Background: an optimization exercise with open tools, aiming at small area, a short achievable clock period and few clock cycles per item. Do not read the settings as production practice. At most, simulation tests tie the RTL to the original design; equivalence was not proved. Only the layout flow was run in runs 1, 2, 5 and 6; the RTL was not checked for function there. Power figures rest on the tool's default switching activity, not on a simulated workload.

File: flow/config.mk
export PLATFORM = sky130hd
export DESIGN_NAME = custom_master_slave
export DESIGN_NICKNAME = custom_master_slave
export VERILOG_FILES = /design/flow/design.v
export SDC_FILE = /design/flow/constraint.sdc
export NUM_CORES = 4
export LEC_CHECK = 0
export ABC_CLOCK_PERIOD_IN_PS = 3000
export CAP_MARGIN = 20
export CORE_MARGIN = 2
export CORE_UTILIZATION = 40
export PLACE_DENSITY = 0.6
export SETUP_SLACK_MARGIN = 5
export SLEW_MARGIN = 20
File: flow/constraint.sdc
create_clock -name core_clock -period 8.0 [get_ports {clk}]
set_input_delay 1.6000 -clock core_clock [delete_from_list [all_inputs] [get_ports {clk}]]
set_output_delay 1.6000 -clock core_clock [all_outputs]
set_load 0.01 [all_outputs]
File: flow/design.v
module lt8 (
	input  wire [7:0] a,
	input  wire [7:0] b,
	output wire       lt
);
	wire [7:0] g = ~a & b;           
	wire [7:0] n = ~a | b;           
	wire [8:0] c;
	assign c[0] = 1'b0;
	genvar i;
	generate
	for (i = 0; i < 8; i++) begin : ch
		assign c[i+1] = g[i] | (n[i] & c[i]);
	end
	endgenerate
	assign lt = c[8];
endmodule
module minmax4 (
	input  wire [7:0] v0,
	input  wire [7:0] v1,
	input  wire [7:0] v2,
	input  wire [7:0] v3,
	output wire [7:0] mn,
	output wire [7:0] mx
);
	wire x01, x02, x03, x12, x13, x23;
	lt8 c01 (.a(v1), .b(v0), .lt(x01));
	lt8 c02 (.a(v2), .b(v0), .lt(x02));
	lt8 c03 (.a(v3), .b(v0), .lt(x03));
	lt8 c12 (.a(v2), .b(v1), .lt(x12));
	lt8 c13 (.a(v3), .b(v1), .lt(x13));
	lt8 c23 (.a(v3), .b(v2), .lt(x23));
	wire n0 = !x01 && !x02 && !x03;
	wire n1 =  x01 && !x12 && !x13;
	wire n2 =  x02 &&  x12 && !x23;
	wire n3 =  x03 &&  x13 &&  x23;
	wire m0 =  x01 &&  x02 &&  x03;
	wire m1 = !x01 &&  x12 &&  x13;
	wire m2 = !x02 && !x12 &&  x23;
	wire m3 = !x03 && !x13 && !x23;
	assign mn = ({8{n0}} & v0) | ({8{n1}} & v1) | ({8{n2}} & v2) | ({8{n3}} & v3);
	assign mx = ({8{m0}} & v0) | ({8{m1}} & v1) | ({8{m2}} & v2) | ({8{m3}} & v3);
endmodule
module custom_master_slave #(
	parameter MASTER_ADDRESSWIDTH = 28,
	parameter DATAWIDTH = 32
)
(
	input  logic clk,
	input  logic reset_n,
	input  logic [2:0] filter_sel,
	output logic [MASTER_ADDRESSWIDTH-1:0] master_address,
	output logic [DATAWIDTH-1:0] master_writedata,
	output logic master_write,
	output logic master_read,
	input  logic [DATAWIDTH-1:0] master_readdata,
	input  logic master_readdatavalid,
	input  logic master_waitrequest
);
localparam int D  = 5;                 
localparam int PW = 3;                 
localparam int H  = 6;                 
localparam logic [19:0] IN_BASE = 20'd307200;     
localparam logic [19:0] W_EDGE0 = 20'd641;        
logic running, inv, edge_m;
logic [19:0] maddr;                    
logic [23:0] wdata;
assign master_address   = {1'b1, 5'b00000, maddr, 2'b00};
assign master_writedata = {8'h00, wdata};
logic [19:0] raddr;
logic [2:0]  rj;                       
logic [9:0]  rc;                       
logic [8:0]  rr;                       
logic        rdone;
logic [PW:0] cnt;                      
logic [19:0] waddr;
logic [1:0]  wj;                       
logic [9:0]  wc;                       
logic [6:0]  ws;                       
logic [2:0]  aj;
logic [9:0]  ac;
logic [6:0]  as_;
logic [23:0] dl [0:2*H+2];             
logic        v0, v1;
logic [23:0] fmem [0:D-1];
logic [PW-1:0] fwp, frp;
logic [PW:0] fcnt;
logic go, want_w, r_prod, r_last, rd_ok, do_w, do_r;
logic r_jend, r_cend, w_jend, w_cend, w_lastst;
logic r_jend_q, r_cend_q, w_jend_q, w_cend_q, w_last_q;
assign r_jend   = r_jend_q;
assign r_cend   = r_cend_q;
assign w_lastst = w_last_q;
assign w_jend   = w_jend_q;
assign w_cend   = w_cend_q;
assign go     = !(master_read || master_write) || !master_waitrequest;
assign want_w = (fcnt != '0);
assign r_prod = inv || (rj >= 3'd2 && rc >= 10'd2 && !(rr == 9'd119 && rj >= 3'd4));
assign r_last = r_cend && (inv ? (rr == 9'd479) : (rr == 9'd119 && r_jend));
assign rd_ok  = running && !rdone && (!r_prod || cnt < D);
assign do_w   = go && want_w;
assign do_r   = go && !want_w && rd_ok;
logic [19:0] rinc, winc;
always_comb begin
	if (inv)               rinc = 20'd1;
	else if (!r_jend)      rinc = 20'd640;
	else if (!r_cend)      rinc = -20'd3199;
	else                   rinc = -20'd1279;
	if (inv)               winc = 20'd1;
	else if (!w_jend)      winc = 20'd640;
	else if (!w_cend)      winc = w_lastst ? -20'd639 : -20'd1919;
	else                   winc = 20'd3;
end
always_ff @(posedge clk) begin
	if (!reset_n) begin
		running <= 1'b0;
		inv     <= 1'b0;
		edge_m  <= 1'b0;
		master_read  <= 1'b0;
		master_write <= 1'b0;
		raddr <= IN_BASE;
		waddr <= W_EDGE0;
		rj <= 3'd0; rc <= 10'd0; rr <= 9'd0;
		rdone <= 1'b0;
		cnt <= '0;
		wj <= 2'd0; wc <= 10'd1; ws <= 7'd0;
		r_jend_q <= 1'b0; r_cend_q <= 1'b0;
		w_jend_q <= 1'b0; w_cend_q <= 1'b0; w_last_q <= 1'b0;
		frp <= '0;
	end else begin
		if (!running) begin
			if (filter_sel != 3'b000) begin
				running <= 1'b1;
				edge_m  <= filter_sel[0];
				inv     <= !filter_sel[0] && !filter_sel[2];
				if (!filter_sel[0] && !filter_sel[2]) waddr <= 20'd0;
			end
		end
		if (go) begin
			master_write <= want_w;
			master_read  <= !want_w && rd_ok;
		end
		if (do_w) begin
			maddr <= waddr;
			wdata <= fmem[frp];
			frp   <= (frp == PW'(D-1)) ? '0 : frp + 1'b1;
			waddr <= waddr + winc;
			if (!w_jend) begin
				wj <= wj + 2'd1;
				w_jend_q <= w_last_q ? 1'b1 : (wj == 2'd2);
			end else begin
				wj <= 2'd0;
				w_jend_q <= 1'b0;
				if (w_cend) begin
					wc <= 10'd1;
					w_cend_q <= 1'b0;
					ws <= ws + 7'd1;
					w_last_q <= (ws == 7'd118);
				end else begin
					wc <= wc + 10'd1;
					w_cend_q <= (wc == 10'd637);
				end
			end
		end
		if (do_r) begin
			maddr <= raddr;
			raddr <= raddr + rinc;
			if (inv || r_jend) begin
				rj <= 3'd0;
				r_jend_q <= 1'b0;
				if (r_cend) begin
					rc <= 10'd0;
					r_cend_q <= 1'b0;
					rr <= rr + 9'd1;
				end else begin
					rc <= rc + 10'd1;
					r_cend_q <= (rc == 10'd638);
				end
			end else begin
				rj <= rj + 3'd1;
				r_jend_q <= (rj == 3'd4);
			end
			if (r_last) rdone <= 1'b1;
		end
		cnt <= cnt + (PW+1)'(do_r && r_prod) - (PW+1)'(do_w);
	end
end
always_ff @(posedge clk) begin
	if (!reset_n) begin
		aj <= 3'd0; ac <= 10'd0; as_ <= 7'd0;
		v0 <= 1'b0; v1 <= 1'b0;
	end else begin
		v0 <= master_readdatavalid && (inv || (aj >= 3'd2 && ac >= 10'd2 && !(as_ == 7'd119 && aj >= 3'd4)));
		v1 <= v0;
		if (master_readdatavalid) begin
			if (aj == 3'd5) begin
				aj <= 3'd0;
				if (ac == 10'd639) begin ac <= 10'd0; as_ <= as_ + 7'd1; end
				else ac <= ac + 10'd1;
			end else aj <= aj + 3'd1;
		end
	end
end
always_ff @(posedge clk) begin
	if (master_readdatavalid) begin
		dl[0] <= master_readdata[31:8];
		for (int i = 1; i <= 2*H+2; i++) dl[i] <= dl[i-1];
	end
end
logic [7:0]  cq  [0:2];               
logic [7:0]  la  [0:2];               
logic [7:0]  lb  [0:2];               
logic [7:0]  ha  [0:2];               
logic [7:0]  hb  [0:2];               
logic [9:0]  sq  [0:2];               
genvar L;
generate
for (L = 0; L < 3; L++) begin : lane
	wire [7:0] c = dl[H+1][8*L+7:8*L];
	wire [7:0] lo_a, hi_a, lo_b, hi_b;
	minmax4 ga (.v0(dl[2*H+2][8*L+7:8*L]), .v1(dl[H+2][8*L+7:8*L]), .v2(dl[2][8*L+7:8*L]), .v3(dl[2*H+1][8*L+7:8*L]),
	            .mn(lo_a), .mx(hi_a));
	minmax4 gb (.v0(dl[1][8*L+7:8*L]), .v1(dl[2*H][8*L+7:8*L]), .v2(dl[H][8*L+7:8*L]), .v3(dl[0][8*L+7:8*L]),
	            .mn(lo_b), .mx(hi_b));
	always_ff @(posedge clk) begin
		cq[L] <= inv ? dl[0][8*L+7:8*L] : c;
		la[L] <= lo_a;
		lb[L] <= lo_b;
		ha[L] <= hi_a;
		hb[L] <= hi_b;
		sq[L] <= {2'b00, dl[H+2][8*L+7:8*L]} + {2'b00, dl[H][8*L+7:8*L]}
		       + {2'b00, dl[2*H+1][8*L+7:8*L]} + {2'b00, dl[1][8*L+7:8*L]};
	end
end
endgenerate
logic [23:0] res, e_w, s_w, i_w;
generate
for (L = 0; L < 3; L++) begin : fin
	wire [10:0] t = {1'b0, cq[L], 2'b00} - {1'b0, sq[L]};
	assign e_w[8*L+7:8*L] = t[10] ? 8'h00 : (t[9] || t[8]) ? 8'hFF : t[7:0];
	wire p, q, cla, clb, hac, hbc;
	lt8 u0 (.a(lb[L]), .b(la[L]), .lt(p));      
	lt8 u1 (.a(ha[L]), .b(hb[L]), .lt(q));      
	lt8 u2 (.a(cq[L]), .b(la[L]), .lt(cla));
	lt8 u3 (.a(cq[L]), .b(lb[L]), .lt(clb));
	lt8 u4 (.a(ha[L]), .b(cq[L]), .lt(hac));
	lt8 u5 (.a(hb[L]), .b(cq[L]), .lt(hbc));
	wire above = hac && hbc;                    
	wire below = cla && clb;                    
	assign s_w[23-8*L:16-8*L] = ({8{above &&  q}} & hb[L]) | ({8{above && !q}} & ha[L])
	                          | ({8{below &&  p}} & lb[L]) | ({8{below && !p}} & la[L])
	                          | ({8{!above && !below}} & cq[L]);
	assign i_w[23-8*L:16-8*L] = ~cq[L];
end
endgenerate
assign res = inv ? i_w : edge_m ? e_w : s_w;
always_ff @(posedge clk) begin
	if (v1) fmem[fwp] <= res;
end
always_ff @(posedge clk) begin
	if (!reset_n) begin
		fwp  <= '0;
		fcnt <= '0;
	end else begin
		if (v1) fwp <= (fwp == PW'(D-1)) ? '0 : fwp + 1'b1;
		fcnt <= fcnt + (PW+1)'(v1) - (PW+1)'(do_w);
	end
end
endmodule
File: flow/run.sh
#!/bin/bash
# synth_recipe.tcl (not shown) runs the flow's synth.tcl, then flattens the netlist and writes it again
# the make line also repeats each setting of config.mk as NAME=value (left out here)
make -C /OpenROAD-flow-scripts/flow DESIGN_CONFIG=/design/flow/config.mk WORK_HOME=/design/flow/orfs CLKGATE_MAP_FILE= SYNTH_SCRIPT=/design/flow/synth_recipe.tcl finish
==> results of run 1 <==
-- synthesized netlist by cell type, types with 33 or more instances --
| cell type | count | area [sq um] |
|---|---|---|
| a211oi_1 | 35 | 263 |
| mux2_2 | 50 | 563 |
| nand3_1 | 67 | 335 |
| dfxtp_1 | 278 | 5570 |
| ha_1 | 152 | 1900 |
| a22o_1 | 41 | 359 |
| a21oi_1 | 165 | 826 |
| a222oi_1 | 33 | 330 |
| nor2_1 | 267 | 1000 |
| mux2i_1 | 36 | 360 |
| nor2b_1 | 79 | 494 |
| a221o_1 | 76 | 761 |
| xor2_1 | 60 | 526 |
| fa_1 | 51 | 1020 |
| and3_1 | 36 | 225 |
| o21ai_0 | 103 | 515 |
| maj3_1 | 102 | 1020 |
| clkbuf_1 | 86 | 323 |
| nand2_1 | 271 | 1020 |
| nand4_1 | 37 | 231 |
| nand2b_1 | 79 | 494 |
| inv_1 | 311 | 1170 |
| nor3_1 | 49 | 245 |
| o22ai_1 | 35 | 219 |
| edfxtp_1 | 524 | 15700 |
| xnor2_1 | 51 | 447 |
-- how the worst max path moves through the flow --
stage	start	endpoint	slack, ns	depth (start not counted)
4_1_cts	wdata[12]	master_writedata[12]	4.90	1
6_report	wdata[12]	master_writedata[12]	4.91	1
3_3_place_gp	master_waitrequest	waddr[17]	3.62	8
2_1_floorplan	master_waitrequest	cnt[1]	4.93	9
5_1_grt	dl[1][1]	sq[0][9]	4.78	13
3_5_place_dp	master_waitrequest	waddr[1]	3.58	8
-- kinds of logic after synthesis --
logic type | after synthesis | share of synthesized area (%)
buf+inv | 444 | 4.28
compound gates | 860 | 15.6
simple gates | 980 | 11.7
mux | 111 | 3.63
xor+xnor | 111 | 2.39
other cells | 2 | 0.0185
flops | 802 | 52.5
fa+ha+maj | 312 | 9.91
-- what timing repair did --
item	4_1_cts	5_1_grt
hold buffers	0	0
gates resized for setup	277	229
pin swaps	80	158
setup endpoints to repair	501	286
cloned	2	1
buffers inserted	117	109
-- cell usage in the layout (no fill, tap or decap), types with 22 or more instances in the layout --
| cell type | instances |
|---|---|
| edfxtp_1 | 524 |
| clkbuf_16 | 90 |
| clkdlybuf4s50_1 | 28 |
| o211ai_1 | 32 |
| a211oi_1 | 27 |
| dlygate4sd2_1 | 22 |
| nor2_1 | 250 |
| inv_1 | 294 |
| a32o_1 | 27 |
| nor2b_1 | 71 |
| a21oi_2 | 26 |
| o21ai_1 | 24 |
| mux4_2 | 24 |
| a22o_1 | 40 |
| xnor2_1 | 49 |
| a21oi_1 | 131 |
| a21o_1 | 26 |
| ha_1 | 137 |
| o21ai_0 | 86 |
| nand4_1 | 37 |
| fa_1 | 42 |
| xor2_1 | 59 |
| maj3_1 | 78 |
| maj3_2 | 31 |
| buf_6 | 26 |
| nor3_1 | 38 |
| dfxtp_1 | 248 |
| o22ai_1 | 34 |
| mux2_2 | 50 |
| nand2_1 | 266 |
| nand2b_1 | 71 |
| nand3_1 | 64 |
| a222oi_1 | 33 |
| buf_4 | 214 |
| mux2i_1 | 35 |
| and3_1 | 25 |
| a221o_1 | 75 |
-- cell type report --
| type | instances | area, sq um | area share, % |
|---|---|---|---|
| multi-input combinational | 2391 | 19300 | 39.0 |
| tap | 1357 | 1700 | 3.43 |
| clock inverter | 55 | 792 | 1.60 |
| clock buffer | 109 | 2390 | 4.82 |
| timing repair buffer | 323 | 2740 | 5.53 |
| timing repair inverter | 1 | 7.51 | 0.0152 |
| sequential | 802 | 21400 | 43.2 |
| inverter | 315 | 1210 | 2.45 |
-- state kept, by name (all words and copies together), names as in the netlist, 9 cells and up --
signal  count
rr          9
la         24
wdata      24
cq         24
waddr      20
fmem      120
raddr      20
sq         30
ha         24
ac         10
maddr      20
hb         24
rc         10
wc         10
dl        360
lb         24
-- worst reg2reg max path: stages (launching register included) --
cell      delay, ns
edfxtp_1       0.44
buf_6          0.16
fa_1           0.48
fa_1           0.50
ha_2           0.20
inv_2          0.05
fa_2           0.37
inv_2          0.07
a21oi_2        0.04
o21bai_1       0.18
a21oi_1        0.10
o21bai_1       0.20
a21o_1         0.14
a21o_1         0.09
-- power groups by stage --
stage          combinational, mW  sequential, mW  clock (mW)
2_1_floorplan               2.43            5.36           0
3_3_place_gp                3.25            5.59           0
3_5_place_dp                3.28            5.60           0
4_1_cts                     3.70            5.48        4.55
5_1_grt                     4.41            5.54        4.70
6_report                    4.04            5.49        4.45
-- per-layer routing --
metal  part of all wire (%)  vias up
met1                     45    14800
met4                    2.5        0
li1                       -    14100
met2                     47      885
met3                    5.6      182
met5                      0        -
-- through the flow --
step | cells | utilization (%) | cell area [sq um] | power, mW | hold slack (ns)
final | 5353 | 49.3 | 49500 | 14.0 | 0.402
after global routing | 5353 | 49.3 | 49500 | 14.6 | 0.418
after CTS | 5243 | 47.7 | 47800 | 13.7 | 0.403
after detailed placement | 4960 | 42.8 | 42900 | 8.88 | 0.405
after global placement | 4960 | 42.8 | 42900 | 8.84 | 0.400
after floorplan | 3636 | - | 40900 | 7.79 | 0.400
==> flow_metrics.env, run 1 <==
export IMPL_internal_power_mw=9.56
export IMPL_yosysUniqueCellTypes=92
export IMPL_yosysWarnings=15
export IMPL_clock_skew_ns=0.0314
export IMPL_arrival_ns=1.49
export IMPL_nNetsFinal=4164
export IMPL_syn_area_per_cell_sq_um=11.2
export IMPL_fmax_mhz=324
export IMPL_hold_class="reg -> reg"
export IMPL_yosysSeqAreaShare_pct=52.5
export IMPL_busiest_layer="met2"
export IMPL_clockBufferDepth=3
export IMPL_io_buffers=76
export IMPL_r2r_start="dl[1][1]"
export IMPL_grt_pass1_vias=28300
export IMPL_crit_path_start_kind="flop"
export IMPL_gp_congestion=0.884
export IMPL_fin_crit_sh_pct=38.6
export IMPL_synthArstFlopShare_pct=0
export IMPL_syn_cell_area_sq_um=40600
export IMPL_crit_required_ns=6.40
export IMPL_fin_tns_setup_ns=0
export IMPL_p_seq_share_pct=39.3
export IMPL_crit_chain="buf_2"
export IMPL_power_clock_fraction_pct=31.8
export IMPL_grt_usage_pct=20.1
export IMPL_cts_tree="built"
export IMPL_p_leak_nw=18.7
export IMPL_cp_top_family="flip-flops"
export IMPL_worst_slew_pin_slew_ns=1.03
export IMPL_grt_first_pass_wirelength_um=163000
export IMPL_rows=116
export IMPL_combPwrFrac_pct=28.9
export IMPL_htree_num_levels=3
export IMPL_wl_um=108000
export IMPL_ant_nets=0
export IMPL_root_buffer="clkbuf_16"
export IMPL_drc=0
export IMPL_die_w_um=323
export IMPL_path_class="reg -> out"
export IMPL_synthCells=3622
export IMPL_setup_viol=0
export IMPL_drive_above_1_share_pct=20.6
export IMPL_maxSlewViolCount=0
export IMPL_gr_total_overflow=0
export IMPL_boundaryPins=101
export IMPL_min_from="dl[3][16]"
export IMPL_grt_max_degree=144
export IMPL_cpPeakStageDelay_ns=0.60
export IMPL_hold_path_cell_count=0
export IMPL_p_per_area_nw_per_um2=282
export IMPL_critPathSlowestCell="edfxtp_1"
export IMPL_cts_made_buffers=88
export IMPL_slew_headroom_pct=31.4
export IMPL_grtUsageMet3_pct=2.92
export IMPL_post_drt_via_cell_ratio=5.59
export IMPL_antenna_found_initial=1
export IMPL_core_area_sq_um=100000
export IMPL_layout_filler_cells=8925
export IMPL_cts_sinks=802
export IMPL_switching_power_mw=4.42
export IMPL_rr_worst_depth=13
export IMPL_drt_pass1_iter_count=9
export IMPL_finalCriticalPeriod_ns=3.09
export IMPL_drv_cap=0
export IMPL_drt_iter0_markers=3070
export IMPL_path_buf_inv=1
export IMPL_hold_viol=0
export IMPL_dp_slack_ns=3.58
export IMPL_swShare_pct=31.6
export IMPL_cp_max_fo=1
export IMPL_die_area_sq_um=104000
export IMPL_diodes=0
export IMPL_clkTransAtPathRegs_ns=0.06
export IMPL_r2r_slack_ns=4.92
export IMPL_clk_latency_ns=0.68
export IMPL_hpwl_um=71200
export IMPL_endpoint_kind="output pin"
export IMPL_status="finished clean"
export IMPL_num_vias=29900
export IMPL_setup_ws_ns=4.91
export IMPL_min_to="dl[4][16]"
export IMPL_initial_core_util_pct=40.5
export IMPL_ir_drop_uv=226
export IMPL_grt_use_met2_pct=32.8
export IMPL_synth_flop_cell="edfxtp_1"
export IMPL_area_growth_pct=21.9
export IMPL_die_h_um=323
export IMPL_r2r_end="sq[0][9]"
export IMPL_ys_ff_latch=802
export IMPL_met1_usage_pct=27.6
export IMPL_wl_per_cell_um=20.2
export IMPL_rsz0062_at_grt="true"
export IMPL_synth_edf_count=524
==> run 2, diff against run 1 <==
--- a/flow/config.mk
+++ b/flow/config.mk
@@ -10,4 +10,6 @@
 export CORE_MARGIN = 2
 export CORE_UTILIZATION = 40
+export CTS_BUF_LIST = sky130_fd_sc_hd__clkbuf_4 sky130_fd_sc_hd__clkbuf_8
+export CTS_CLUSTER_SIZE = 30
 export PLACE_DENSITY = 0.6
 export SETUP_SLACK_MARGIN = 5
==> flow_metrics.env, run 2 <==
export IMPL_hpwl_um=71200
export IMPL_cpPeakStageDelay_ns=0.60
export IMPL_syn_cell_area_sq_um=40600
export IMPL_drv_cap=0
export IMPL_synth_flop_cell="edfxtp_1"
export IMPL_cts_sinks=802
export IMPL_initial_core_util_pct=40.5
export IMPL_holdBufCountCts=0
export IMPL_r2r_start="dl[1][1]"
export IMPL_min_from="dl[9][19]"
export IMPL_die_w_um=323
export IMPL_rows=116
export IMPL_root_buffer="clkbuf_8"
export IMPL_grt_first_pass_wirelength_um=165000
export IMPL_die_area_sq_um=104000
export IMPL_num_vias=30300
export IMPL_max_flop_register="dl"
export IMPL_hold_path_cell_count=0
export IMPL_grt_max_degree=144
export IMPL_grt_usage_pct=20.3
export IMPL_yosysUniqueCellTypes=92
export IMPL_drive_above_1_share_pct=23.1
export IMPL_path_buf_inv=1
export IMPL_fmax_mhz=312
export IMPL_cts_tree="built"
export IMPL_fin_total_pwr_mw=13.3
export IMPL_gr_total_overflow=0
export IMPL_crit_chain="buf_2"
export IMPL_nNetsFinal=4223
export IMPL_synth_edf_count=524
export IMPL_r2r_end="sq[0][9]"
export IMPL_clkTransAtPathRegs_ns=0.08
export IMPL_post_drt_via_cell_ratio=5.57
export IMPL_ir_drop_uv=186
export IMPL_critPathSlowestCell="edfxtp_1"
export IMPL_finalCriticalPeriod_ns=3.20
export IMPL_syn_area_per_cell_sq_um=11.2
export IMPL_core_area_sq_um=100000
export IMPL_synthTopCellsByCount="edfxtp_1, inv_1, dfxtp_1, nand2_1, nor2_1"
export IMPL_rr_worst_depth=13
export IMPL_final_cell_mix="edfxtp_1, inv_1, nand2_1"
export IMPL_yosysWarnings=15
export IMPL_wl_um=110000
export IMPL_endpoint_kind="output pin"
export IMPL_synth_most_common_cell="edfxtp_1"
export IMPL_synthCells=3622
export IMPL_io_buffers=76
export IMPL_ant_nets=0
export IMPL_yosysSeqAreaShare_pct=52.5
export IMPL_fin_crit_sh_pct=40.0
export IMPL_boundaryPins=101
export IMPL_clk_latency_ns=0.81
export IMPL_area_growth_pct=20.8
export IMPL_die_h_um=323
export IMPL_arrival_ns=1.60
export IMPL_slew_headroom_pct=31.4
export IMPL_drc=0
export IMPL_largest_reg_flops=360
export IMPL_crit_path_start_kind="flop"
export IMPL_worst_slew_pin_slew_ns=1.03
export IMPL_yosys_area_top_type="edfxtp_1"
export IMPL_cp_top_family="flip-flops"
export IMPL_ys_ff_latch=802
export IMPL_fin_tns_setup_ns=0
export IMPL_crit_cells=1
export IMPL_p_per_area_nw_per_um2=270
export IMPL_status="finished clean"
export IMPL_cp_max_fo=1
export IMPL_wl_per_cell_um=20.1
export IMPL_clock_skew_ns=0.0439
export IMPL_crit_start="wdata[12]"
export IMPL_setup_viol=0
export IMPL_synthArstFlopShare_pct=0
export IMPL_cts_made_buffers=138
export IMPL_drt_iter0_markers=3009
export IMPL_grt_pass1_vias=28800
export IMPL_gp_congestion=0.884
export IMPL_ys_top_cells_by_area="edfxtp_1, dfxtp_1, ha_1"
export IMPL_hold_viol=0
export IMPL_min_to="dl[10][19]"
export IMPL_final_common_cell="edfxtp_1"
export IMPL_synth_top_cell_area_share_pct=38.8
export IMPL_drt_pass1_iter_count=7
export IMPL_p_leak_nw=18.7
export IMPL_largestRegisters="dl (360), fmem (120), sq (30)"
export IMPL_path_class="reg -> out"
export IMPL_hold_class="reg -> reg"
export IMPL_r2r_slack_ns=4.89
export IMPL_clockBufferDepth=3
export IMPL_maxSlewViolCount=0
export IMPL_htree_num_levels=4
export IMPL_crit_required_ns=6.40
export IMPL_antenna_found_initial=2
export IMPL_rsz0062_at_grt="true"
-- run 2: cell types whose count changed in the layout (fill, tap and decap cells not counted), moves of 14 or more --
cell	previous run	this run
buf_2	4	40
clkbuf_16	90	2
clkbuf_4	0	43
bufinv_16	17	3
clkbuf_8	6	151
dlygate4sd2_1	22	0
clkinv_1	3	22
-- run 2: worst max-delay path by stage --
stage / endpoint / slack (ns)
2_1_floorplan: cnt[1] / 4.93
3_3_place_gp: waddr[17] / 3.62
3_5_place_dp: waddr[1] / 3.58
4_1_cts: master_writedata[12] / 4.76
5_1_grt: sq[0][9] / 4.76
6_report: master_writedata[12] / 4.80
-- run 2: area by class of cell --
type | count | area, sq um
diodes | 1 | 2.50
clock buffers | 194 | 2400
clock inverters | 54 | 350
fillers | 9014 | 51200
inverters | 315 | 1200
multi-input cells | 2393 | 19300
flip-flops and latches | 802 | 21400
well taps | 1357 | 1700
repair buffers | 330 | 2680
repair inverters | 1 | 7.51
-- run 2: power by group --
group | internal (mW) | switching, mW | leakage (nW) | total [mW]
registers | 5.02 | 0.473 | 7.33 | 5.49
clock network | 2.04 | 1.70 | 1.45 | 3.74
logic | 1.84 | 2.20 | 9.88 | 4.04
total | 8.89 | 4.37 | 18.7 | 13.3
-- run 2: kinds of logic (layout without fill, tap and decap cells) --
logic type	count (synthesis)	after routing	share of synthesized area, %
muxes	111	111	3.63
DFF	802	802	52.5
other	2	17	0.0185
and+or+nand+nor	980	980	11.7
buffers and inverters	444	894	4.28
AOI/OAI and AO/OA	860	862	15.6
adders and majority gates	312	313	9.91
xor gates and xnor gates	111	111	2.39
-- run 2: through the flow --
step	utilization (%)	cells	worst slack (ns)	hold WS [ns]	cell area, sq um
floorplan	-	3636	4.93	0.400	40900
detailed placement	42.8	4960	3.58	0.405	42900
global route	48.9	5447	4.76	0.410	49100
finish	48.9	5447	4.80	0.390	49100
global placement	42.8	4960	3.62	0.400	42900
CTS	47.1	5333	4.76	0.392	47300
-- run 2: repair_timing --
action                                  in CTS  in global routing
gates resized for setup                    400                210
cloned                                       2                  4
buffers inserted                           123                109
endpoints found under the setup margin     386                386
pin swaps                                   85                180
-- run 2: per-layer routing --
metal  vias to the layer above  GRT usage (%)  part of all wire [%]
met2                       972           33.3                    47
met3                       177           3.19                   5.6
met4                         2           6.28                   2.2
met1                     14900           27.7                    45
li1                      14300              -                     -
met5                         -              0                0.0082
==> run 3, diff against run 2 <==
--- a/flow/design.v
+++ b/flow/design.v
@@ -61,4 +61,7 @@
 localparam int PW = 3;                 
 localparam int H  = 6;                 
+localparam int K  = H - 2;             
+localparam int NS = (478 + K - 1) / K;               
+localparam int LK = 478 - K * (NS - 1);              
 localparam logic [19:0] IN_BASE = 20'd307200;     
 localparam logic [19:0] W_EDGE0 = 20'd641;        
@@ -77,8 +80,8 @@
 logic [1:0]  wj;                       
 logic [9:0]  wc;                       
-logic [6:0]  ws;                       
+logic [7:0]  ws;                       
 logic [2:0]  aj;
 logic [9:0]  ac;
-logic [6:0]  as_;
+logic [7:0]  as_;
 logic [23:0] dl [0:2*H+2];             
 logic        v0, v1;
@@ -96,6 +99,6 @@
 assign go     = !(master_read || master_write) || !master_waitrequest;
 assign want_w = (fcnt != '0);
-assign r_prod = inv || (rj >= 3'd2 && rc >= 10'd2 && !(rr == 9'd119 && rj >= 3'd4));
-assign r_last = r_cend && (inv ? (rr == 9'd479) : (rr == 9'd119 && r_jend));
+assign r_prod = inv || (rj >= 3'd2 && rc >= 10'd2 && !(rr == 9'(NS-1) && rj >= 3'(2+LK)));
+assign r_last = r_cend && (inv ? (rr == 9'd479) : (rr == 9'(NS-1) && r_jend));
 assign rd_ok  = running && !rdone && (!r_prod || cnt < D);
 assign do_w   = go && want_w;
@@ -105,9 +108,9 @@
 	if (inv)               rinc = 20'd1;
 	else if (!r_jend)      rinc = 20'd640;
-	else if (!r_cend)      rinc = -20'd3199;
+	else if (!r_cend)      rinc = 20'd1 - 20'(640*(H-1));
 	else                   rinc = -20'd1279;
 	if (inv)               winc = 20'd1;
 	else if (!w_jend)      winc = 20'd640;
-	else if (!w_cend)      winc = w_lastst ? -20'd639 : -20'd1919;
+	else if (!w_cend)      winc = w_lastst ? 20'd1 - 20'(640*(LK-1)) : 20'd1 - 20'(640*(K-1));
 	else                   winc = 20'd3;
 end
@@ -124,5 +127,5 @@
 		rdone <= 1'b0;
 		cnt <= '0;
-		wj <= 2'd0; wc <= 10'd1; ws <= 7'd0;
+		wj <= 2'd0; wc <= 10'd1; ws <= 8'd0;
 		r_jend_q <= 1'b0; r_cend_q <= 1'b0;
 		w_jend_q <= 1'b0; w_cend_q <= 1'b0; w_last_q <= 1'b0;
@@ -148,16 +151,17 @@
 			if (!w_jend) begin
 				wj <= wj + 2'd1;
-				w_jend_q <= w_last_q ? 1'b1 : (wj == 2'd2);
+				w_jend_q <= (int'(wj) == (w_last_q ? LK : K) - 2);
 			end else begin
 				wj <= 2'd0;
-				w_jend_q <= 1'b0;
 				if (w_cend) begin
 					wc <= 10'd1;
 					w_cend_q <= 1'b0;
-					ws <= ws + 7'd1;
-					w_last_q <= (ws == 7'd118);
+					ws <= ws + 8'd1;
+					w_last_q <= (ws == 8'(NS-2));
+					w_jend_q <= (ws == 8'(NS-2)) && (LK == 1);
 				end else begin
 					wc <= wc + 10'd1;
 					w_cend_q <= (wc == 10'd637);
+					w_jend_q <= w_last_q && (LK == 1);
 				end
 			end
@@ -179,5 +183,5 @@
 			end else begin
 				rj <= rj + 3'd1;
-				r_jend_q <= (rj == 3'd4);
+				r_jend_q <= (rj == 3'(H-2));
 			end
 			if (r_last) rdone <= 1'b1;
@@ -188,13 +192,13 @@
 always_ff @(posedge clk) begin
 	if (!reset_n) begin
-		aj <= 3'd0; ac <= 10'd0; as_ <= 7'd0;
+		aj <= 3'd0; ac <= 10'd0; as_ <= 8'd0;
 		v0 <= 1'b0; v1 <= 1'b0;
 	end else begin
-		v0 <= master_readdatavalid && (inv || (aj >= 3'd2 && ac >= 10'd2 && !(as_ == 7'd119 && aj >= 3'd4)));
+		v0 <= master_readdatavalid && (inv || (aj >= 3'd2 && ac >= 10'd2 && !(as_ == 8'(NS-1) && aj >= 3'(2+LK))));
 		v1 <= v0;
 		if (master_readdatavalid) begin
-			if (aj == 3'd5) begin
+			if (aj == 3'(H-1)) begin
 				aj <= 3'd0;
-				if (ac == 10'd639) begin ac <= 10'd0; as_ <= as_ + 7'd1; end
+				if (ac == 10'd639) begin ac <= 10'd0; as_ <= as_ + 8'd1; end
 				else ac <= ac + 10'd1;
 			end else aj <= aj + 3'd1;
--- a/flow/config.mk
+++ b/flow/config.mk
@@ -9,8 +9,6 @@
 export CAP_MARGIN = 20
 export CORE_MARGIN = 2
-export CORE_UTILIZATION = 40
-export CTS_BUF_LIST = sky130_fd_sc_hd__clkbuf_4 sky130_fd_sc_hd__clkbuf_8
-export CTS_CLUSTER_SIZE = 30
-export PLACE_DENSITY = 0.6
+export CORE_UTILIZATION = 55
+export PLACE_DENSITY = 0.7
 export SETUP_SLACK_MARGIN = 5
 export SLEW_MARGIN = 20
==> flow_metrics.env, run 3 <==
export IMPL_cp_max_fo=5
export IMPL_setup_viol=0
export IMPL_diodes=0
export IMPL_drc=0
export IMPL_status="finished clean"
export IMPL_die_area_sq_um=75200
export IMPL_yosysUniqueCellTypes=92
export IMPL_hpwl_um=63200
export IMPL_drt_pass1_iter_count=8
export IMPL_path_class="reg -> reg"
export IMPL_largestRegisters="dl (360), fmem (120), sq (30)"
export IMPL_slew_headroom_pct=29.2
export IMPL_endpoint_kind="flop"
export IMPL_clkTransAtPathRegs_ns=0.06
export IMPL_final_cell_mix="edfxtp_1, inv_1, nand2_1"
export IMPL_boundaryPins=101
export IMPL_p_per_area_nw_per_um2=278
export IMPL_final_cells=4877
export IMPL_fmax_mhz=277
export IMPL_nNetsFinal=4088
export IMPL_synth_most_common_cell="edfxtp_1"
export IMPL_maxSlewViolCount=0
export IMPL_yosysWarnings=15
export IMPL_die_w_um=274
export IMPL_max_flop_register="dl"
export IMPL_cts_sinks=804
export IMPL_drive_above_1_share_pct=22.5
export IMPL_grt_max_degree=170
export IMPL_ys_top_cells_by_area="edfxtp_1, dfxtp_1, ha_1"
export IMPL_crit_required_ns=8.35
export IMPL_final_common_cell="edfxtp_1"
export IMPL_p_leak_nw=18.6
export IMPL_ant_nets=0
export IMPL_hold_class="reg -> reg"
export IMPL_root_buffer="clkbuf_16"
export IMPL_crit_path_start_kind="flop"
export IMPL_ir_drop_uv=166
export IMPL_yosysSeqAreaShare_pct=53.2
export IMPL_finalCriticalPeriod_ns=3.62
export IMPL_wl_um=97600
export IMPL_clockBufferDepth=3
export IMPL_syn_cell_area_sq_um=40100
export IMPL_worst_slew_pin_slew_ns=1.06
export IMPL_num_vias=28900
export IMPL_io_buffers=76
export IMPL_drt_iter0_markers=3050
export IMPL_grt_pass1_vias=27800
export IMPL_fin_tns_setup_ns=0
export IMPL_die_h_um=274
export IMPL_htree_num_levels=3
export IMPL_synthTopCellsByCount="edfxtp_1, inv_1, nand2_1, dfxtp_1, nor2_1"
export IMPL_fin_crit_sh_pct=45.2
export IMPL_drv_cap=0
export IMPL_grt_first_pass_wirelength_um=152000
export IMPL_core_area_sq_um=72600
export IMPL_synth_edf_count=524
export IMPL_ys_ff_latch=804
export IMPL_clk_latency_ns=0.65
export IMPL_layout_filler_cells=5357
export IMPL_rsz0062_at_grt="true"
export IMPL_grt_usage_pct=25.5
export IMPL_clock_skew_ns=0.0217
export IMPL_synth_top_cell_area_share_pct=39.2
export IMPL_place_inst=4497
export IMPL_cts_made_buffers=86
export IMPL_arrival_ns=3.97
export IMPL_cts_tree="built"
export IMPL_synth_flop_cell="edfxtp_1"
export IMPL_synthCells=3544
export IMPL_holdBufCountCts=0
export IMPL_area_growth_pct=21.3
export IMPL_syn_area_per_cell_sq_um=11.3
export IMPL_synthArstFlopShare_pct=0
export IMPL_rows=99
export IMPL_wl_per_cell_um=20.0
export IMPL_gr_total_overflow=0
export IMPL_largest_reg_flops=360
export IMPL_initial_core_util_pct=55.3
export IMPL_antenna_found_initial=0
export IMPL_yosys_area_top_type="edfxtp_1"
export IMPL_hold_viol=0
export IMPL_post_drt_via_cell_ratio=5.93
export IMPL_gp_congestion=0.907
[run 3: report_power, final]
group | leakage [nW] | switching [mW] | internal (mW)
clock | 1.40 | 1.65 | 2.37
sequential | 7.34 | 0.428 | 5.01
combinational | 9.88 | 2.19 | 1.90
[run 3: path summary, 6_finish.rpt]
check,from,end,depth (start not counted),slack (ns)
hold reg to reg,dl[11][8],dl[12][8],0,0.40
setup / recovery,hb[1][0],fmem[0][12],10,4.38
setup reg to reg,hb[1][0],fmem[0][12],10,4.38
hold / removal,dl[11][8],dl[12][8],0,0.40
[run 3: timing repair]
item / 4_1_cts / 5_1_grt
endpoints found under the setup margin: 441 / 275
gates cloned: 5 / 0
buffers inserted: 150 / 65
pin swaps: 138 / 180
resized for setup: 325 / 205
[run 3: kinds of logic (layout without fill, tap and decap cells)]
family                   Yosys count  in the layout  synth area share, %
AND/OR/NAND/NOR                  916            917                 10.9
multiplexers                     101            101                 3.42
flip-flops                       804            804                 53.2
buffers and inverters            443            801                 4.51
AO/OA/AOI/OAI                    773            774                 13.5
other                              2             16               0.0187
XOR/XNOR                         113            113                 2.47
adder cells (fa/ha/maj)          392            392                 12.0
[run 3: per-layer routing]
| metal | GRT usage [%] | up-vias | share of wire [%] |
|---|---|---|---|
| met5 | 0 | - | 0 |
| met4 | 8.92 | 0 | 2.9 |
| met3 | 3.40 | 203 | 6.1 |
| met2 | 40.9 | 974 | 47 |
| met1 | 35.6 | 14100 | 43 |
| li1 | - | 13600 | - |
[run 3: area by class of cell]
class / instances / area (sq um) / share of cell area, %
clock buffer: 120 / 2410 / 4.95
clock inverter: 40 / 463 / 0.951
inverter: 327 / 1260 / 2.58
multi-input combinational: 2313 / 19100 / 39.3
sequential: 804 / 21400 / 43.9
tap: 959 / 1200 / 2.46
timing repair buffer: 314 / 2850 / 5.85
[run 3: metrics by stage]
stage	hold WS [ns]	power [mW]	instance area [sq um]	util (%)	worst slack, ns
2_1_floorplan	0.400	7.80	40800	-	4.54
3_3_place_gp	0.400	8.72	42200	58.2	3.82
3_5_place_dp	0.405	8.78	42200	58.2	3.81
4_1_cts	0.409	13.3	47400	65.2	4.40
5_1_grt	0.414	14.2	48700	67.1	4.27
6_report	0.403	13.5	48700	67.1	4.38
[run 3: worst max-delay path, cell delays in order, from the launching register on]
cell and delay (ns):
dfxtp_2 0.32, nor2b_4 0.12, maj3_2 0.32, maj3_2 0.32, maj3_2 0.30, maj3_2 0.31, a22o_4 0.24, maj3_2 0.29
maj3_2 0.36, mux2_4 0.32, a221o_1 0.42
Testbench counts of run 3, summed over its fixed seeds: cycles 7,986,496, pixels 2,751,384.
==> run 4, diff against run 3 <==
--- a/flow/config.mk
+++ b/flow/config.mk
@@ -9,6 +9,6 @@
 export CAP_MARGIN = 20
 export CORE_MARGIN = 2
-export CORE_UTILIZATION = 55
-export PLACE_DENSITY = 0.7
+export CORE_UTILIZATION = 40
+export PLACE_DENSITY = 0.6
 export SETUP_SLACK_MARGIN = 5
 export SLEW_MARGIN = 20
==> flow_metrics.env, run 4 <==
export IMPL_status="finished clean"
export IMPL_clock_skew_ns=0.0306
export IMPL_ant_nets=0
export IMPL_crit_path_start_kind="flop"
export IMPL_num_vias=28400
export IMPL_drc=0
export IMPL_wl_per_cell_um=19.7
export IMPL_grt_pass1_vias=27300
export IMPL_htree_num_levels=3
export IMPL_cts_made_buffers=88
export IMPL_p_seq_share_pct=40.0
export IMPL_final_cells=5200
export IMPL_rsz0062_at_grt="true"
export IMPL_hold_viol=0
export IMPL_drt_iter0_markers=2230
export IMPL_wl_um=102000
export IMPL_fin_crit_sh_pct=45.7
export IMPL_synth_edf_count=524
export IMPL_switching_power_mw=4.34
export IMPL_synthTopCellsByCount="edfxtp_1, inv_1, nand2_1, dfxtp_1, nor2_1"
export IMPL_swShare_pct=31.8
export IMPL_critPathSlowestCell="edfxtp_1"
export IMPL_area_growth_pct=22.3
export IMPL_regArea_sq_um=21400
export IMPL_antenna_found_initial=0
export IMPL_maxSlewViolCount=0
export IMPL_internal_power_mw=9.33
export IMPL_cp_max_fo=8
export IMPL_yosysUniqueCellTypes=92
export IMPL_rows=116
export IMPL_worst_slew_pin_slew_ns=1.14
export IMPL_syn_area_per_cell_sq_um=11.3
export IMPL_drt_pass1_iter_count=6
export IMPL_largestRegisters="dl (360), fmem (120), sq (30)"
export IMPL_hold_class="reg -> reg"
export IMPL_final_util_pct=49.2
export IMPL_setup_viol=0
export IMPL_cts_tree="built"
export IMPL_max_flop_register="dl"
export IMPL_grt_usage_pct=19.3
export IMPL_cp_top_family="adder cells"
export IMPL_path_class="reg -> reg"
export IMPL_yosys_area_top_type="edfxtp_1"
export IMPL_gr_total_overflow=0
export IMPL_ys_ff_latch=804
export IMPL_hpwl_um=66500
export IMPL_layout_filler_cells=8817
export IMPL_initial_core_util_pct=40.2
export IMPL_grt_first_pass_wirelength_um=157000
export IMPL_die_h_um=321
export IMPL_synth_flop_cell="edfxtp_1"
export IMPL_crit_chain="nand2b_4 > maj3_2 > maj3_2 > maj3_2 > maj3_2 > maj3_2 > maj3_2 > maj3_2 > and3b_2 > a221o_1"
export IMPL_holdBufCountCts=0
export IMPL_p_per_area_nw_per_um2=278
export IMPL_slew_headroom_pct=23.6
export IMPL_synth_most_common_cell="edfxtp_1"
export IMPL_drv_cap=0
export IMPL_endpoint_kind="flop"
export IMPL_boundaryPins=101
export IMPL_post_drt_via_cell_ratio=5.46
export IMPL_clk_latency_ns=0.67
export IMPL_whs_ns=0.394
export IMPL_die_w_um=321
export IMPL_die_area_sq_um=103000
export IMPL_core_area_sq_um=99900
export IMPL_ir_drop_uv=143
export IMPL_ys_top_cells_by_area="edfxtp_1, dfxtp_1, ha_1"
export IMPL_arrival_ns=4.22
export IMPL_grt_max_degree=157
export IMPL_clkTransAtPathRegs_ns=0.07
export IMPL_clockBufferDepth=3
export IMPL_syn_cell_area_sq_um=40100
export IMPL_finalCriticalPeriod_ns=3.66
export IMPL_synth_top_cell_area_share_pct=39.2
export IMPL_yosysSeqAreaShare_pct=53.2
export IMPL_power_clock_fraction_pct=30.8
export IMPL_cts_sinks=804
export IMPL_fmax_mhz=273
export IMPL_nNetsFinal=4067
export IMPL_synthArstFlopShare_pct=0
export IMPL_multiInputGateArea_sq_um=19100
export IMPL_dpl_cell_area_sq_um=42600
export IMPL_synthCells=3544
export IMPL_path_buf_inv=0
export IMPL_crit_required_ns=8.56
export IMPL_final_common_cell="edfxtp_1"
export IMPL_io_buffers=76
export IMPL_final_cell_mix="edfxtp_1, inv_1, nand2_1"
export IMPL_root_buffer="clkbuf_16"
export IMPL_final_area_sq_um=49100
export IMPL_yosysWarnings=15
export IMPL_largest_reg_flops=360
export IMPL_cpPeakStageDelay_ns=0.48
export IMPL_gp_congestion=0.857
export IMPL_combPwrFrac_pct=29.3
export IMPL_p_leak_nw=18.6
export IMPL_place_inst=4835
export IMPL_fin_tns_setup_ns=0
export IMPL_drive_above_1_share_pct=22.6
export IMPL_path_common_cell="maj3_2"
run 4: cell counts after synthesis:
No cell type changed its count.
run 4: per-stage QoR:
stage	total power [mW]	worst slack, ns
final	13.7	4.34
after global routing	14.4	4.30
after CTS	13.5	4.37
after detailed placement	8.82	3.56
after global placement	8.78	3.58
after floorplan	7.80	4.54
run 4: routing by layer:
metal | global-route usage (%) | up-vias | routed length, um
met5 | 0 | - | 0
met4 | 5.70 | 0 | 2360
met3 | 2.82 | 154 | 5510
met2 | 30.6 | 765 | 46900
met1 | 27.4 | 13900 | 47500
li1 | - | 13600 | -
run 4: worst paths after layout:
check                 start   endpoint  slack [ns]  depth (start not counted)
setup reg to reg  dl[0][16]   hb[2][3]        4.34                         10
setup / recovery  dl[0][16]   hb[2][3]        4.34                         10
hold reg to reg   dl[4][11]  dl[5][11]        0.39                          0
hold / removal    dl[4][11]  dl[5][11]        0.39                          0
run 4: worst register-to-register path, cell delays in order (launching register included):
cell and delay [ns]:
edfxtp_1 0.48, nand2b_4 0.19, maj3_2 0.31, maj3_2 0.31, maj3_2 0.31, maj3_2 0.31
maj3_2 0.32, maj3_2 0.30, maj3_2 0.37, and3b_2 0.32, a221o_1 0.34
run 4: area by class of cell:
cell class / instances / area share, %
repair buffers: 291 / 5.60
clock buffers: 110 / 4.95
flip-flops and latches: 804 / 43.5
inverters: 327 / 2.54
well taps: 1298 / 3.31
clock inverters: 56 / 1.21
diodes: 1 / 0.00509
multi-input cells: 2313 / 38.8
run 4: cell families after synthesis:
family	synth area share, %
simple gates	10.9
flops	53.2
compound gates	13.5
buf+inv	4.51
fa+ha+maj	12.0
xor+xnor	2.47
mux	3.42
other cells	0.0187
run 4: power groups by stage:
| stage | sequential, mW | clock [mW] | combinational (mW) |
|---|---|---|---|
| global placement | 5.56 | 0 | 3.22 |
| detailed placement | 5.56 | 0 | 3.26 |
| global route | 5.53 | 4.48 | 4.36 |
| CTS | 5.46 | 4.32 | 3.72 |
| finish | 5.46 | 4.20 | 4.00 |
| floorplan | 5.36 | 0 | 2.44 |
run 4: what timing repair did:
action / in CTS / in global routing
hold endpoints to repair: 0 / 0
gates cloned: 4 / 2
buffers inserted: 135 / 57
gates resized for setup: 362 / 179
pin swaps: 162 / 167
setup endpoints to repair: 531 / 440
==> run 5, diff against run 4 <==
--- a/flow/design.v
+++ b/flow/design.v
@@ -64,4 +64,5 @@
 localparam int NS = (478 + K - 1) / K;               
 localparam int LK = 478 - K * (NS - 1);              
+localparam int SW = (NS > 127) ? 8 : 7;              
 localparam logic [19:0] IN_BASE = 20'd307200;     
 localparam logic [19:0] W_EDGE0 = 20'd641;        
@@ -80,8 +81,8 @@
 logic [1:0]  wj;                       
 logic [9:0]  wc;                       
-logic [7:0]  ws;                       
+logic [SW-1:0] ws;                       
 logic [2:0]  aj;
 logic [9:0]  ac;
-logic [7:0]  as_;
+logic [SW-1:0] as_;
 logic [23:0] dl [0:2*H+2];             
 logic        v0, v1;
@@ -127,5 +128,5 @@
 		rdone <= 1'b0;
 		cnt <= '0;
-		wj <= 2'd0; wc <= 10'd1; ws <= 8'd0;
+		wj <= 2'd0; wc <= 10'd1; ws <= '0;
 		r_jend_q <= 1'b0; r_cend_q <= 1'b0;
 		w_jend_q <= 1'b0; w_cend_q <= 1'b0; w_last_q <= 1'b0;
@@ -157,7 +158,7 @@
 					wc <= 10'd1;
 					w_cend_q <= 1'b0;
-					ws <= ws + 8'd1;
-					w_last_q <= (ws == 8'(NS-2));
-					w_jend_q <= (ws == 8'(NS-2)) && (LK == 1);
+					ws <= ws + 1'b1;
+					w_last_q <= (ws == SW'(NS-2));
+					w_jend_q <= (ws == SW'(NS-2)) && (LK == 1);
 				end else begin
 					wc <= wc + 10'd1;
@@ -192,13 +193,13 @@
 always_ff @(posedge clk) begin
 	if (!reset_n) begin
-		aj <= 3'd0; ac <= 10'd0; as_ <= 8'd0;
+		aj <= 3'd0; ac <= 10'd0; as_ <= '0;
 		v0 <= 1'b0; v1 <= 1'b0;
 	end else begin
-		v0 <= master_readdatavalid && (inv || (aj >= 3'd2 && ac >= 10'd2 && !(as_ == 8'(NS-1) && aj >= 3'(2+LK))));
+		v0 <= master_readdatavalid && !inv && aj >= 3'd2 && ac >= 10'd2 && !(as_ == SW'(NS-1) && aj >= 3'(2+LK));
 		v1 <= v0;
 		if (master_readdatavalid) begin
 			if (aj == 3'(H-1)) begin
 				aj <= 3'd0;
-				if (ac == 10'd639) begin ac <= 10'd0; as_ <= as_ + 8'd1; end
+				if (ac == 10'd639) begin ac <= 10'd0; as_ <= as_ + 1'b1; end
 				else ac <= ac + 10'd1;
 			end else aj <= aj + 3'd1;
@@ -217,5 +218,4 @@
 logic [7:0]  ha  [0:2];               
 logic [7:0]  hb  [0:2];               
-logic [9:0]  sq  [0:2];               
 genvar L;
 generate
@@ -227,20 +227,19 @@
 	minmax4 gb (.v0(dl[1][8*L+7:8*L]), .v1(dl[2*H][8*L+7:8*L]), .v2(dl[H][8*L+7:8*L]), .v3(dl[0][8*L+7:8*L]),
 	            .mn(lo_b), .mx(hi_b));
+	wire [10:0] t = {1'b0, c, 2'b00} - {3'b000, dl[H+2][8*L+7:8*L]} - {3'b000, dl[H][8*L+7:8*L]}
+	              - {3'b000, dl[2*H+1][8*L+7:8*L]} - {3'b000, dl[1][8*L+7:8*L]};
 	always_ff @(posedge clk) begin
-		cq[L] <= inv ? dl[0][8*L+7:8*L] : c;
-		la[L] <= lo_a;
-		lb[L] <= lo_b;
+		cq[L] <= c;
+		la[L] <= edge_m ? t[7:0] : lo_a;
+		lb[L] <= edge_m ? {5'b00000, t[10:8]} : lo_b;
 		ha[L] <= hi_a;
 		hb[L] <= hi_b;
-		sq[L] <= {2'b00, dl[H+2][8*L+7:8*L]} + {2'b00, dl[H][8*L+7:8*L]}
-		       + {2'b00, dl[2*H+1][8*L+7:8*L]} + {2'b00, dl[1][8*L+7:8*L]};
 	end
 end
 endgenerate
-logic [23:0] res, e_w, s_w, i_w;
+logic [23:0] res, e_w, s_w;
 generate
 for (L = 0; L < 3; L++) begin : fin
-	wire [10:0] t = {1'b0, cq[L], 2'b00} - {1'b0, sq[L]};
-	assign e_w[8*L+7:8*L] = t[10] ? 8'h00 : (t[9] || t[8]) ? 8'hFF : t[7:0];
+	assign e_w[8*L+7:8*L] = lb[L][2] ? 8'h00 : (lb[L][1] || lb[L][0]) ? 8'hFF : la[L];
 	wire p, q, cla, clb, hac, hbc;
 	lt8 u0 (.a(lb[L]), .b(la[L]), .lt(p));      
@@ -255,10 +254,13 @@
 	                          | ({8{below &&  p}} & lb[L]) | ({8{below && !p}} & la[L])
 	                          | ({8{!above && !below}} & cq[L]);
-	assign i_w[23-8*L:16-8*L] = ~cq[L];
 end
 endgenerate
-assign res = inv ? i_w : edge_m ? e_w : s_w;
-always_ff @(posedge clk) begin
-	if (v1) fmem[fwp] <= res;
+assign res = edge_m ? e_w : s_w;
+logic        push;
+logic [23:0] pdata;
+assign push  = inv ? master_readdatavalid : v1;
+assign pdata = inv ? ~{master_readdata[15:8], master_readdata[23:16], master_readdata[31:24]} : res;
+always_ff @(posedge clk) begin
+	if (push) fmem[fwp] <= pdata;
 end
 always_ff @(posedge clk) begin
@@ -267,6 +269,6 @@
 		fcnt <= '0;
 	end else begin
-		if (v1) fwp <= (fwp == PW'(D-1)) ? '0 : fwp + 1'b1;
-		fcnt <= fcnt + (PW+1)'(v1) - (PW+1)'(do_w);
+		if (push) fwp <= (fwp == PW'(D-1)) ? '0 : fwp + 1'b1;
+		fcnt <= fcnt + (PW+1)'(push) - (PW+1)'(do_w);
 	end
 end
==> flow_metrics.env, run 5 <==
export IMPL_status="finished clean"
export IMPL_drt_pass1_iter_count=8
export IMPL_p_leak_nw=17.6
export IMPL_combPwrFrac_pct=29.0
export IMPL_largestRegisters="dl (360), fmem (120)"
export IMPL_fin_total_pwr_mw=13.0
export IMPL_final_util_pct=48.7
export IMPL_die_w_um=318
export IMPL_rsz0062_at_grt="true"
export IMPL_gr_total_overflow=0
export IMPL_largest_reg_flops=360
export IMPL_core_area_sq_um=98100
export IMPL_clockBufferDepth=3
export IMPL_yosysWarnings=13
export IMPL_syn_area_per_cell_sq_um=11.2
export IMPL_max_flop_register="dl"
export IMPL_area_growth_pct=21.0
export IMPL_drv_cap=0
export IMPL_io_buffers=76
export IMPL_crit_required_ns=8.53
export IMPL_root_buffer="clkbuf_16"
export IMPL_r2r_start="dl[13][3]"
export IMPL_synth_flop_cell="edfxtp_1"
export IMPL_hold_viol=0
export IMPL_gp_congestion=0.896
export IMPL_wl_per_cell_um=20.8
export IMPL_synthTopCellsByCount="edfxtp_1, inv_1, nand2_1, dfxtp_1, nor2_1"
export IMPL_rows=115
export IMPL_crit_path_start_kind="flop"
export IMPL_synth_top_cell_area_share_pct=39.8
export IMPL_ys_top_cells_by_area="edfxtp_1, dfxtp_1, fa_1"
export IMPL_maxSlewViolCount=0
export IMPL_yosysUniqueCellTypes=98
export IMPL_switching_power_mw=4.20
export IMPL_final_common_cell="edfxtp_1"
export IMPL_worst_slew_pin_slew_ns=1.02
export IMPL_internal_power_mw=8.85
export IMPL_die_area_sq_um=101000
export IMPL_clk_latency_ns=0.67
export IMPL_fmax_mhz=282
export IMPL_drive_above_1_share_pct=19.8
export IMPL_hold_class="reg -> reg"
export IMPL_drt_iter0_markers=2967
export IMPL_fin_tns_setup_ns=0
export IMPL_cts_made_buffers=83
export IMPL_yosysSeqAreaShare_pct=52.4
export IMPL_crit_start="dl[13][3]"
export IMPL_synth_most_common_cell="edfxtp_1"
export IMPL_yosys_area_top_type="edfxtp_1"
export IMPL_holdBufCountCts=0
export IMPL_synthCells=3537
export IMPL_synthArstFlopShare_pct=0
export IMPL_whs_ns=0.409
export IMPL_p_seq_share_pct=40.5
export IMPL_die_h_um=318
export IMPL_p_per_area_nw_per_um2=273
export IMPL_grt_first_pass_wirelength_um=162000
export IMPL_final_cell_mix="edfxtp_1, inv_1, nand2_1"
export IMPL_clkTransAtPathRegs_ns=0.06
export IMPL_grt_max_degree=90
export IMPL_ir_drop_uv=158
export IMPL_endpoint_kind="flop"
export IMPL_hpwl_um=71300
export IMPL_antenna_found_initial=2
export IMPL_post_drt_via_cell_ratio=5.72
export IMPL_grt_usage_pct=20.3
export IMPL_cts_tree="built"
export IMPL_synth_edf_count=524
export IMPL_ys_ff_latch=772
export IMPL_fin_crit_sh_pct=44.3
export IMPL_setup_viol=0
export IMPL_boundaryPins=101
export IMPL_diodes=0
export IMPL_cp_max_fo=2
export IMPL_slew_headroom_pct=31.7
export IMPL_grt_pass1_vias=27700
export IMPL_syn_cell_area_sq_um=39500
export IMPL_drc=0
export IMPL_initial_core_util_pct=40.2
export IMPL_min_from="dl[3][21]"
export IMPL_power_clock_fraction_pct=30.5
export IMPL_swShare_pct=32.2
export IMPL_nNetsFinal=3984
export IMPL_wl_um=107000
export IMPL_clock_skew_ns=0.0317
export IMPL_num_vias=29400
export IMPL_htree_num_levels=3
export IMPL_cts_sinks=772
export IMPL_path_class="reg -> reg"
export IMPL_arrival_ns=4.07
export IMPL_ant_nets=0
export IMPL_finalCriticalPeriod_ns=3.55
-- run 5: final cells by class --
| class | count | area, sq um |
|---|---|---|
| flip-flops and latches | 772 | 20700 |
| repair buffers | 264 | 2270 |
| inverters | 325 | 1240 |
| clock buffers | 105 | 2360 |
| fillers | 8748 | 50300 |
| clock inverters | 49 | 531 |
| repair inverters | 3 | 18.8 |
| multi-input cells | 2336 | 19000 |
| well taps | 1287 | 1610 |
-- run 5: through the flow --
stage / setup WS, ns / std cells / cell area, sq um
3_5_place_dp: 3.81 / 4819 / 42100
2_1_floorplan: 4.67 / 3551 / 40100
6_report: 4.45 / 5141 / 47800
5_1_grt: 4.33 / 5141 / 47800
4_1_cts: 4.43 / 5084 / 46700
3_3_place_gp: 3.84 / 4819 / 42100
-- run 5: cell families (layout without fill, tap and decap cells) --
group                      after synthesis  count (layout)  synth area share, %
and+or+nand+nor                        972             972                 12.3
adders and majority gates              270             270                 9.26
DFF                                    772             772                 52.4
AOI/OAI and AO/OA                      885             885                 16.2
other                                    2              16               0.0190
xor gates and xnor gates                99              99                 2.20
muxes                                   94              94                 3.25
buffers and inverters                  443             746                 4.39
-- run 5: power groups by stage --
stage / combinational (mW) / sequential [mW] / clock, mW
floorplan: 2.42 / 5.15 / 0
global placement: 3.17 / 5.39 / 0
detailed placement: 3.20 / 5.39 / 0
CTS: 3.55 / 5.28 / 4.09
global route: 4.14 / 5.34 / 4.25
finish: 3.78 / 5.29 / 3.98
-- run 5: critical path: stages, from the launching register on --
cell and delay (ns):
edfxtp_1 0.45, fa_1 0.53, fa_1 0.49, inv_1 0.05, fa_1 0.52, ha_4 0.23, inv_4 0.05, o21bai_1 0.08
a21oi_2 0.17, o21bai_1 0.10, a21o_1 0.19, a31oi_2 0.21, mux2i_2 0.29, a41oi_1 0.07
-- run 5: routing by layer --
layer  vias up  routed length (um)  global-route usage (%)
li1      13800                   -                       -
met1     14400               48900                    29.0
met2      1015               47800                    31.2
met3       213                6420                    3.08
met4         0                3610                    7.83
met5         -                   0                       0
-- run 5: final timing paths --
check / end / slack [ns] / depth (start not counted)
worst max-delay path: lb[0][1] / 4.45 / 13
worst max register to register: lb[0][1] / 4.45 / 13
worst min-delay path: dl[4][21] / 0.41 / 0
worst min register to register: dl[4][21] / 0.41 / 0
-- run 5: timing repair --
action / in CTS / in global routing
setup endpoints to repair: 490 / 307
setup buffers: 107 / 55
gates resized for setup: 278 / 144
pin swaps: 108 / 103
gates cloned: 4 / 2
==> run 6, diff against run 5 <==
--- a/flow/config.mk
+++ b/flow/config.mk
@@ -6,5 +6,5 @@
 export NUM_CORES = 4
 export LEC_CHECK = 0
-export ABC_CLOCK_PERIOD_IN_PS = 3000
+export ABC_CLOCK_PERIOD_IN_PS = 2200
 export CAP_MARGIN = 20
 export CORE_MARGIN = 2
==> flow_metrics.env, run 6 <==
export IMPL_status="finished clean"
export IMPL_nNetsFinal=3984
export IMPL_wl_um=107000
export IMPL_fmax_mhz=282
export IMPL_crit_start="dl[13][3]"
export IMPL_grt_pass1_vias=27700
export IMPL_synthCells=3537
export IMPL_min_from="dl[3][21]"
export IMPL_synth_most_common_cell="edfxtp_1"
export IMPL_clk_latency_ns=0.67
export IMPL_die_w_um=318
export IMPL_cts_tree="built"
export IMPL_htree_num_levels=3
export IMPL_crit_path_start_kind="flop"
export IMPL_synthTopCellsByCount="edfxtp_1, inv_1, nand2_1, dfxtp_1, nor2_1"
export IMPL_path_buf_inv=2
export IMPL_largestRegisters="dl (360), fmem (120)"
export IMPL_yosysWarnings=13
export IMPL_arrival_ns=4.07
export IMPL_setup_viol=0
export IMPL_yosysUniqueCellTypes=98
export IMPL_cp_top_family="adder cells"
export IMPL_hold_path_cell_count=0
export IMPL_whs_ns=0.409
export IMPL_r2r_slack_ns=4.45
export IMPL_yosys_area_top_type="edfxtp_1"
export IMPL_dpl_cell_area_sq_um=42100
export IMPL_p_per_area_nw_per_um2=273
export IMPL_diodes=0
export IMPL_drt_pass1_iter_count=8
export IMPL_grt_max_degree=90
export IMPL_syn_area_per_cell_sq_um=11.2
export IMPL_root_buffer="clkbuf_16"
export IMPL_clockBufferDepth=3
export IMPL_cts_made_buffers=83
export IMPL_synth_top_cell_area_share_pct=39.8
export IMPL_drv_cap=0
export IMPL_finalCriticalPeriod_ns=3.55
export IMPL_hold_class="reg -> reg"
export IMPL_drc=0
export IMPL_hpwl_um=71300
export IMPL_ys_ff_latch=772
export IMPL_cts_sinks=772
export IMPL_crit_chain="fa_1 > fa_1 > inv_1 > fa_1 > ha_4 > inv_4 > o21bai_1 > a21oi_2 > o21bai_1 > a21o_1 > a31oi_2 > mux2i_2 > a41oi_1"
export IMPL_yosysSeqAreaShare_pct=52.4
export IMPL_rr_worst_depth=13
export IMPL_core_area_sq_um=98100
export IMPL_max_flop_register="dl"
export IMPL_die_area_sq_um=101000
export IMPL_antenna_found_initial=2
export IMPL_ant_nets=0
export IMPL_clkTransAtPathRegs_ns=0.06
export IMPL_drive_above_1_share_pct=19.8
export IMPL_r2r_start="dl[13][3]"
export IMPL_synth_edf_count=524
export IMPL_initial_core_util_pct=40.2
export IMPL_num_vias=29400
export IMPL_ys_top_cells_by_area="edfxtp_1, dfxtp_1, fa_1"
export IMPL_synth_flop_cell="edfxtp_1"
export IMPL_die_h_um=318
export IMPL_synthArstFlopShare_pct=0
export IMPL_final_cells=5141
export IMPL_place_inst=4819
export IMPL_drt_iter0_markers=2967
export IMPL_critPathSlowestCell="fa_1"
export IMPL_io_buffers=76
export IMPL_rsz0062_at_grt="true"
export IMPL_layout_filler_cells=8748
export IMPL_path_common_cell="fa_1"
export IMPL_cpPeakStageDelay_ns=0.53
export IMPL_worst_slew_pin_slew_ns=1.02
export IMPL_slew_headroom_pct=31.7
export IMPL_endpoint_kind="flop"
export IMPL_crit_cells=13
export IMPL_final_area_sq_um=47800
export IMPL_ir_drop_uv=158
export IMPL_p_leak_nw=17.6
export IMPL_crit_required_ns=8.53
export IMPL_path_class="reg -> reg"
export IMPL_gr_total_overflow=0
export IMPL_gp_congestion=0.896
export IMPL_final_cell_mix="edfxtp_1, inv_1, nand2_1"
export IMPL_boundaryPins=101
export IMPL_clock_skew_ns=0.0317
export IMPL_fin_crit_sh_pct=44.3
export IMPL_fin_tns_setup_ns=0
export IMPL_maxSlewViolCount=0
export IMPL_grt_first_pass_wirelength_um=162000
export IMPL_hold_viol=0
export IMPL_wl_per_cell_um=20.8
export IMPL_rows=115
export IMPL_grt_usage_pct=20.3
export IMPL_largest_reg_flops=360
export IMPL_cp_max_fo=2
export IMPL_final_common_cell="edfxtp_1"
export IMPL_min_to="dl[4][21]"
export IMPL_syn_cell_area_sq_um=39500
export IMPL_area_growth_pct=21.0
export IMPL_r2r_end="lb[0][1]"
export IMPL_post_drt_via_cell_ratio=5.72
-- run 6: cell counts after synthesis --
No cell type changed its count.
-- run 6: logic make-up after synthesis --
kind of cell	Yosys count	synth area share, %
DFF	772	52.4
AOI/OAI and AO/OA	885	16.2
buffers and inverters	443	4.39
muxes	94	3.25
other	2	0.0190
adders and majority gates	270	9.26
xor gates and xnor gates	99	2.20
and+or+nand+nor	972	12.3
-- run 6: what timing repair did --
action                                  4_1_cts  5_1_grt
pin swaps                                   108      103
hold endpoints to repair                      0        0
gates resized for setup                     278      144
hold buffers                                  0        0
endpoints found under the setup margin      490      307
gates cloned                                  4        2
setup buffers                               107       55
-- run 6: worst max-delay path by stage --
stage,to,slack (ns)
floorplan,lb[1][0],4.67
global placement,dl[11][19],3.84
detailed placement,dl[10][20],3.81
CTS,lb[1][0],4.43
global route,la[0][7],4.33
finish,lb[0][1],4.45
-- run 6: layout make-up --
cell class | count | area, sq um | share of cell area [%]
clock buffer | 105 | 2360 | 4.93
clock inverter | 49 | 531 | 1.11
inverter | 325 | 1240 | 2.60
multi-input combinational | 2336 | 19000 | 39.8
sequential | 772 | 20700 | 43.4
tap | 1287 | 1610 | 3.37
timing repair buffer | 264 | 2270 | 4.75
timing repair inverter | 3 | 18.8 | 0.0393
-- run 6: where the power goes --
group	total, mW	switching, mW	internal (mW)
clock	3.98	1.66	2.32
sequential	5.29	0.488	4.80
combinational	3.78	2.05	1.73
total	13.0	4.20	8.85
-- run 6: per-stage QoR --
stage               utilization, %  power (mW)  setup slack, ns
detailed placement            42.9        8.59             3.81
global placement              42.9        8.56             3.84
floorplan                        -        7.57             4.67
finish                        48.7        13.0             4.45
global route                  48.7        13.7             4.33
CTS                           47.6        12.9             4.43
-- run 6: worst reg2reg max path: stages, from the launching register on --
cell and delay (ns):
edfxtp_1 0.45, fa_1 0.53, fa_1 0.49, inv_1 0.05
fa_1 0.53, ha_4 0.23, inv_4 0.05, o21bai_1 0.08
a21oi_2 0.17, o21bai_1 0.10, a21o_1 0.19, a31oi_2 0.21
mux2i_2 0.29, a41oi_1 0.07
-- run 6: layer usage --
metal / track usage (%) / vias to the layer above / part of all wire (%)
met1: 29.0 / 14400 / 46
li1: - / 13800 / -
met2: 31.2 / 1015 / 45
met5: 0 / - / 0
met4: 7.83 / 0 / 3.4
met3: 3.08 / 213 / 6.0

[static timing again, ports no longer ideal]
Ports are ideal in the flow. The routed layouts listed here were re-timed in OpenROAD.
Step 1 sets driving cells, clkbuf_16 on the clock port and buf_2 on the other inputs (assumed; they add their load-dependent delay and slew).
Step 2 moves the port delays by t, midway between the first and last clock arrival at a register: inputs arrive t later, outputs are due t later. That takes back most of the time a late clock gives input paths.
Three values: ideal, step 1, step 2; two values: the first two.
run | t (ns) | setup slack, ns | cell pins on the clock port's net
run 1 | 0.734 | 4.909 / 4.839 / 4.382 | 1
run 2 | 0.853 | 4.797 / 4.728 / 4.256 | 1
run 3 | 0.706 | 4.385 / 4.385 / 4.313 | 1
run 4 | 0.730 | 4.341 / 4.341 / 4.295 | 1
run 5 | 0.719 | 4.452 / 4.452 / 4.155 | 1
run 6 | 0.719 | 4.452 / 4.452 / 4.155 | 1
After both steps setup and hold are still met in every run listed. The setup slack of run 2, which loses most, moves by -0.069 ns with the drivers and by -0.541 ns with both steps.
